Background: an optimization exercise with open tools, aiming at small area, a short achievable clock period and few clock cycles. Do not read the settings as production practice.
RTL that was checked went through simulation tests only; none was proved equivalent to the original.
Power and IR drop assume default switching activity.

## main
## stackMultiCycle
module stackMultiCycle(
	clk,
	rst,
	mem_addr,
	mem_rdata,
	mem_wdata,
	mem_we);
For scale: about 1,200 cells after synthesis, ~520 flip-flops, about 24 I/O pins.
==> module Stack, before the edit <==
module Stack #(parameter DEPTH = 61) (
    input            clk,
    input            rst,
    input            push,
    input            pop,
    input      [7:0] d_in,
    output     [7:0] d_out
    );
    reg [7:0] st [0:DEPTH-1];
    reg [5:0] ptr;
    integer i;
    always @(posedge clk, posedge rst) begin
        if (rst) ptr <= 6'd61;
        else if (push) ptr <= ptr + 6'd1;
        else if (pop) ptr <= ptr - 6'd1;
    end
    always @(posedge clk) begin
        for (i = 0; i < DEPTH; i = i + 1)
            if (push && ptr == ((i + 63) % 64)) st[i] <= d_in;
    end
    wire [7:0] l0 [0:63];
    wire [7:0] l1 [0:31];
    wire [7:0] l2 [0:15];
    wire [7:0] l3 [0:7];
    wire [7:0] l4 [0:3];
    wire [7:0] l5 [0:1];
    genvar g;
    generate
        for (g = 0; g < 64; g = g + 1) begin : rd0
            if (g < DEPTH) assign l0[g] = st[g];
            else assign l0[g] = 8'd0;
        end
        for (g = 0; g < 32; g = g + 1) begin : rd1
            assign l1[g] = ptr[0] ? l0[2*g+1] : l0[2*g];
        end
        for (g = 0; g < 16; g = g + 1) begin : rd2
            assign l2[g] = ptr[1] ? l1[2*g+1] : l1[2*g];
        end
        for (g = 0; g < 8; g = g + 1) begin : rd3
            assign l3[g] = ptr[2] ? l2[2*g+1] : l2[2*g];
        end
        for (g = 0; g < 4; g = g + 1) begin : rd4
            assign l4[g] = ptr[3] ? l3[2*g+1] : l3[2*g];
        end
        for (g = 0; g < 2; g = g + 1) begin : rd5
            assign l5[g] = ptr[4] ? l4[2*g+1] : l4[2*g];
        end
    endgenerate
    assign d_out = ptr[5] ? l5[1] : l5[0];
endmodule
Settings: LEC_CHECK=0, CAP_MARGIN=20, CORE_MARGIN=2, CORE_UTILIZATION=40, SLEW_MARGIN=20; clock period 4.0 ns.
run.sh (not shown) runs the stock make flow with config.mk's settings and CLKGATE_MAP_FILE= SYNTH_SCRIPT=/design/flow/synth_recipe.tcl, a recipe that flattens the netlist after the stock synthesis.
> inputs changed (main -> the feature branch)
--- a/flow/design.v
+++ b/flow/design.v
@@ -15,11 +15,11 @@
     input            clk,
     input            rst,
     input            push,
     input            pop,
     input      [7:0] d_in,
-    output     [7:0] d_out
+    output reg [7:0] d_out
     );
     reg [7:0] st [0:DEPTH-1];
     reg [5:0] ptr;
     integer i;
     always @(posedge clk, posedge rst) begin
@@ -29,39 +29,15 @@
     end
     always @(posedge clk) begin
         for (i = 0; i < DEPTH; i = i + 1)
             if (push && ptr == ((i + 63) % 64)) st[i] <= d_in;
     end
-    wire [7:0] l0 [0:63];
-    wire [7:0] l1 [0:31];
-    wire [7:0] l2 [0:15];
-    wire [7:0] l3 [0:7];
-    wire [7:0] l4 [0:3];
-    wire [7:0] l5 [0:1];
-    genvar g;
-    generate
-        for (g = 0; g < 64; g = g + 1) begin : rd0
-            if (g < DEPTH) assign l0[g] = st[g];
-            else assign l0[g] = 8'd0;
-        end
-        for (g = 0; g < 32; g = g + 1) begin : rd1
-            assign l1[g] = ptr[0] ? l0[2*g+1] : l0[2*g];
-        end
-        for (g = 0; g < 16; g = g + 1) begin : rd2
-            assign l2[g] = ptr[1] ? l1[2*g+1] : l1[2*g];
-        end
-        for (g = 0; g < 8; g = g + 1) begin : rd3
-            assign l3[g] = ptr[2] ? l2[2*g+1] : l2[2*g];
-        end
-        for (g = 0; g < 4; g = g + 1) begin : rd4
-            assign l4[g] = ptr[3] ? l3[2*g+1] : l3[2*g];
-        end
-        for (g = 0; g < 2; g = g + 1) begin : rd5
-            assign l5[g] = ptr[4] ? l4[2*g+1] : l4[2*g];
-        end
-    endgenerate
-    assign d_out = ptr[5] ? l5[1] : l5[0];
+    always @(*) begin
+        d_out = 8'd0;
+        for (i = 0; i < DEPTH; i = i + 1)
+            if (ptr == i) d_out = st[i];
+    end
 endmodule
 `timescale 1ps/1ps
 module stackMultiCycle(
 	clk,
 	rst,
==> comparison <==
In terms of worst hold slack, the feature branch and main differ only marginally. Final checks on the feature branch, whose flow otherwise completed, came back failing, citing negative setup slack. Power consumed by combinational cells was higher in the run labelled the feature branch. Top fanout value on the critical path, the feature branch and main, lower one = main. From main to the feature branch the numbers moved as follows: relative contribution of combinational cells to total power picked up an extra 3.6 points, met3 routed wirelength picked up an extra 130%, area after synthesis picked up an extra 0.0019 mm2, switching power total picked up an extra about 17%, post-layout minimum cycle time picked up an extra 300 ps. Compared with main, in the feature branch multiplexer area fraction after synthesis went down by 13 points; overall track demand over capacity in global routing went up by 6.6 points; highest achievable clock rate lower.
Testbench counts of the feature branch, summed over its fixed seeds: cycles 61,910.
Function not checked in main: the RTL went through the layout flow alone.

* * *

rev 12:
stackMultiCycle, a different RTL version from the one above (not shown whole).
Size: ~1800 cells after synthesis, about 660 flip-flops, ~24 I/O pins, about 0.023 mm^2 of cells after synthesis.
==> module stackMultiCycle, before the edit <==
module stackMultiCycle(
	clk,
	rst,
	mem_addr,
	mem_rdata,
	mem_wdata,
	mem_we);
input clk,rst;
output [4:0] mem_addr;
input [7:0] mem_rdata;
output [7:0] mem_wdata;
output mem_we;
    reg  [4:0] addr;     
    reg  [4:0] pc;       
    reg        we;       
    reg        dcyc;     
    reg        d_push;   
    reg  [4:0] ja;       
    reg  [7:0] t, n;     
    reg        tz;       
    reg x_add, x_sub, x_and, x_not, x_jz, x_push;
    reg hit_r;           
    reg [7:0] cv;        
    reg p_add, p_sub, p_and, p_not, p_jz, p_push, p_pop, p_jmp, p_hit;
    reg [4:0] p_a;
    reg o, dn;
    reg  [7:0] c_valid;
    reg  [7:0] c_we;     
    reg  [1:0] c_tag  [0:7];
    reg  [7:0] c_data [0:7];
    assign mem_addr  = addr;
    assign mem_we    = we;
    assign mem_wdata = t;
    wire d_pop    = dcyc & ~d_push;
    wire taken    = x_jz & tz;
    wire miss     = x_push & ~hit_r;
    wire hit_now  = x_push & hit_r;
    wire push_now = hit_now | d_push;
    wire pop_now  = x_add | x_sub | x_and | d_pop;
    wire hold_now = ~(push_now | pop_now);
    wire o_next   = o ^ hold_now;
    wire [2:0] op     = mem_rdata[7:5];
    wire       r_add  = op == 3'b000;
    wire       r_sub  = op == 3'b001;
    wire       r_and  = op == 3'b010;
    wire       r_not  = op == 3'b011;
    wire       r_push = op == 3'b100;
    wire       r_pop  = op == 3'b101;
    wire       r_jmp  = op == 3'b110;
    wire       r_jz   = op == 3'b111;
    wire [2:0] ci     = mem_rdata[2:0];
    wire       r_hit  = c_valid[ci] & (c_tag[ci] == mem_rdata[4:3]);
    wire       f_ok   = ~dcyc & ~taken & ~miss;    
    wire       p_fill = ja[2:0] == p_a[2:0];
    wire       p_hitf = p_fill ? (ja[4:3] == p_a[4:3]) : p_hit;
    wire [4:0] seq = addr + 5'd1;
    integer k;
    always @(posedge clk, posedge rst) begin
        if (rst) begin
            addr    <= 5'd0;
            pc      <= 5'd0;
            we      <= 1'b0;
            dcyc    <= 1'b0;
            d_push  <= 1'b0;
            x_add   <= 1'b0;
            x_sub   <= 1'b0;
            x_and   <= 1'b0;
            x_not   <= 1'b0;
            x_jz    <= 1'b0;
            x_push  <= 1'b0;
            o       <= 1'b0;
            dn      <= 1'b1;
            c_valid <= 8'd0;
            c_we    <= 8'd0;
        end else begin
            if (~dcyc) pc <= seq;
            o       <= o_next;
            c_valid <= c_valid | c_we;
            if (d_push) begin
                addr   <= (p_pop | p_jmp) ? p_a : pc;
                we     <= p_pop;
                dcyc   <= p_pop;
                d_push <= 1'b0;
                x_add  <= p_add;
                x_sub  <= p_sub;
                x_and  <= p_and;
                x_not  <= p_not;
                x_jz   <= p_jz;
                x_push <= p_push;
                dn     <= (~o_next & ~(p_pop | p_add | p_sub | p_and))
                        | (p_push & p_hitf);
                c_we   <= {8{p_pop}} & (8'd1 << p_a[2:0]);
            end else begin
                if (d_pop) addr <= pc;
                else if (taken | miss) addr <= ja;
                else if (r_pop | r_jmp) addr <= mem_rdata[4:0];
                else addr <= seq;
                we     <= f_ok & r_pop;
                dcyc   <= (f_ok & r_pop) | miss;
                d_push <= miss;
                x_add  <= f_ok & r_add;
                x_sub  <= f_ok & r_sub;
                x_and  <= f_ok & r_and;
                x_not  <= f_ok & r_not;
                x_jz   <= f_ok & r_jz;
                x_push <= f_ok & r_push;
                dn     <= miss | (~o_next & ~(f_ok & (r_pop | r_add | r_sub | r_and)))
                        | (f_ok & r_push & r_hit);
                c_we   <= ({8{f_ok & r_pop}} & (8'd1 << ci))
                        | ({8{miss}} & (8'd1 << ja[2:0]));
            end
        end
    end
    wire [2:0] cv_i    = d_push ? p_a[2:0] : ci;
    wire [7:0] cv_next = (d_push & p_fill) ? mem_rdata : c_data[cv_i];
    always @(posedge clk) begin
        hit_r <= d_push ? p_hitf : r_hit;
        cv    <= cv_next;
        p_add <= r_add;
        p_sub <= r_sub;
        p_and <= r_and;
        p_not <= r_not;
        p_jz  <= r_jz;
        p_push <= r_push;
        p_pop <= r_pop;
        p_jmp <= r_jmp;
        p_hit <= r_hit;
        p_a   <= mem_rdata[4:0];
        if (d_push) ja <= p_a;
        else if (f_ok) ja <= mem_rdata[4:0];
        for (k = 0; k < 8; k = k + 1)
            if (c_we[k]) begin
                c_tag[k]  <= ja[4:3];
                c_data[k] <= d_push ? mem_rdata : t;
            end
    end
    wire [7:0] c0, c1;
    Stack stk (.clk(clk), .dn(dn), .d_in(o ? t : n), .c0(c0), .c1(c1));
    wire [7:0] n_pop = o ? c1 : c0;
    always @(posedge clk) begin
        n <= ({8{hold_now}} & n) | ({8{push_now}} & t) | ({8{pop_now}} & n_pop);
    end
    wire [7:0] sum, diff;
    ALU add0 (.a(t), .b(n),  .cin(1'b0), .out(sum));
    ALU sub0 (.a(t), .b(~n), .cin(1'b1), .out(diff));
    wire [7:0] cval   = cv;
    wire       t_keep = ~(dcyc | x_add | x_sub | x_and | x_not | hit_now);
    wire [7:0] t_or   = t | n;
    wire       z_sum  = ((t ^ n) ^ {t_or[6:0], 1'b0}) == 8'd0;    
    always @(posedge clk) begin
        t <= ({8{t_keep}}  & t)
           | ({8{d_push}}  & mem_rdata)
           | ({8{d_pop}}   & n)
           | ({8{x_add}}   & sum)
           | ({8{x_sub}}   & diff)
           | ({8{x_and}}   & (t & n))
           | ({8{x_not}}   & ~t)
           | ({8{hit_now}} & cval);
        tz <= (t_keep  & tz)
            | (d_push  & (mem_rdata == 8'd0))
            | (d_pop   & (n == 8'd0))
            | (x_add   & z_sum)
            | (x_sub   & (t == n))
            | (x_and   & ((t & n) == 8'd0))
            | (x_not   & (t == 8'hff))
            | (hit_now & (cv == 8'd0));
    end
endmodule
==> flow/config.mk <==
export PLATFORM = sky130hd
export DESIGN_NAME = stackMultiCycle
export DESIGN_NICKNAME = stackMultiCycle
export VERILOG_FILES = /design/flow/design.v
export SDC_FILE = /design/flow/constraint.sdc
export NUM_CORES = 4
export LEC_CHECK = 0
export CAP_MARGIN = 20
export CORE_MARGIN = 2
export CORE_UTILIZATION = 70
export CTS_BUF_LIST = sky130_fd_sc_hd__clkbuf_8
export CTS_CLUSTER_DIAMETER = 50
export CTS_CLUSTER_SIZE = 20
export PLACE_DENSITY = 0.9
export SETUP_SLACK_MARGIN = 1.9
export SLEW_MARGIN = 20
==> flow/constraint.sdc <==
create_clock -name core_clock -period 4.0 [get_ports {clk}]
set_input_delay 0.8000 -clock core_clock [delete_from_list [all_inputs] [get_ports {clk}]]
set_output_delay 0.8000 -clock core_clock [all_outputs]
set_load 0.01 [all_outputs]
Rev 12 ran to completion and came out clean on the timing, DRC and antenna checks.
Testbench counts of rev 12, summed over its fixed seeds: cycles 48,074.
Setup changes, rev 12 to rev 13
--- a/flow/design.v
+++ b/flow/design.v
@@ -81,6 +81,7 @@
     reg x_add, x_sub, x_and, x_not, x_jz, x_push;
     reg hit_r;           
     reg [7:0] cv;        
+    reg cvz;             
     reg p_add, p_sub, p_and, p_not, p_jz, p_push, p_pop, p_jmp, p_hit;
     reg [4:0] p_a;
     reg o, dn;
@@ -176,6 +177,7 @@
     always @(posedge clk) begin
         hit_r <= d_push ? p_hitf : r_hit;
         cv    <= cv_next;
+        cvz   <= cv_next == 8'd0;
         p_add <= r_add;
         p_sub <= r_sub;
         p_and <= r_and;
@@ -223,6 +225,6 @@
             | (x_sub   & (t == n))
             | (x_and   & ((t & n) == 8'd0))
             | (x_not   & (t == 8'hff))
-            | (hit_now & (cv == 8'd0));
+            | (hit_now & cvz);
     end
 endmodule
### Flow results
Compared rev 12 against rev 13; clock-pin slew reported for the worst setup and hold paths after clock tree synthesis within noise. Rev 13 vs. rev 12: total detailed-routing wirelength now larger, xor/xnor cell area share of the yosys netlist has remained practically unchanged, area after synthesis saw little to no change, global placement routability congestion decreased by 2.4% relative to the old numbers.
No functional check of the RTL was part of rev 13.

re-timing with driven ports:
How much do the figures lean on ideal ports? The routed layouts below were timed once more, with nothing changed but the port constraints.
Step 1: set_driving_cell puts a clkbuf_16 on clk and a buf_2 on each other input, an assumption about the parent block.
Step 2 also shifts input and output timing later by t, the mid clock arrival at the registers, as if the neighbouring blocks saw the same clock.
Three values: no drivers, after step 1, after step 2; two values: the first two.
run	t (ns)	setup slack, ns	worst setup path at the end	clock arrival spread, ns	worst data-port slew with drivers (ns)
main	0.648	0.236 / 0.178 / 0.826	register to output	0.024 / 0.024	0.04
the feature branch	0.669	-0.060 / -0.060 / -0.060	register to register	0.026 / 0.026	0.04
rev 12	0.630	1.846 / 1.846 / 1.323	input to register	0.044 / 0.044	0.04
rev 13	0.621	1.500 / 1.500 / 1.067	input to register	0.032 / 0.032	0.05
For rev 12, which loses most, drivers alone change the setup slack by 0.000 ns; drivers and shift together by -0.523 ns.
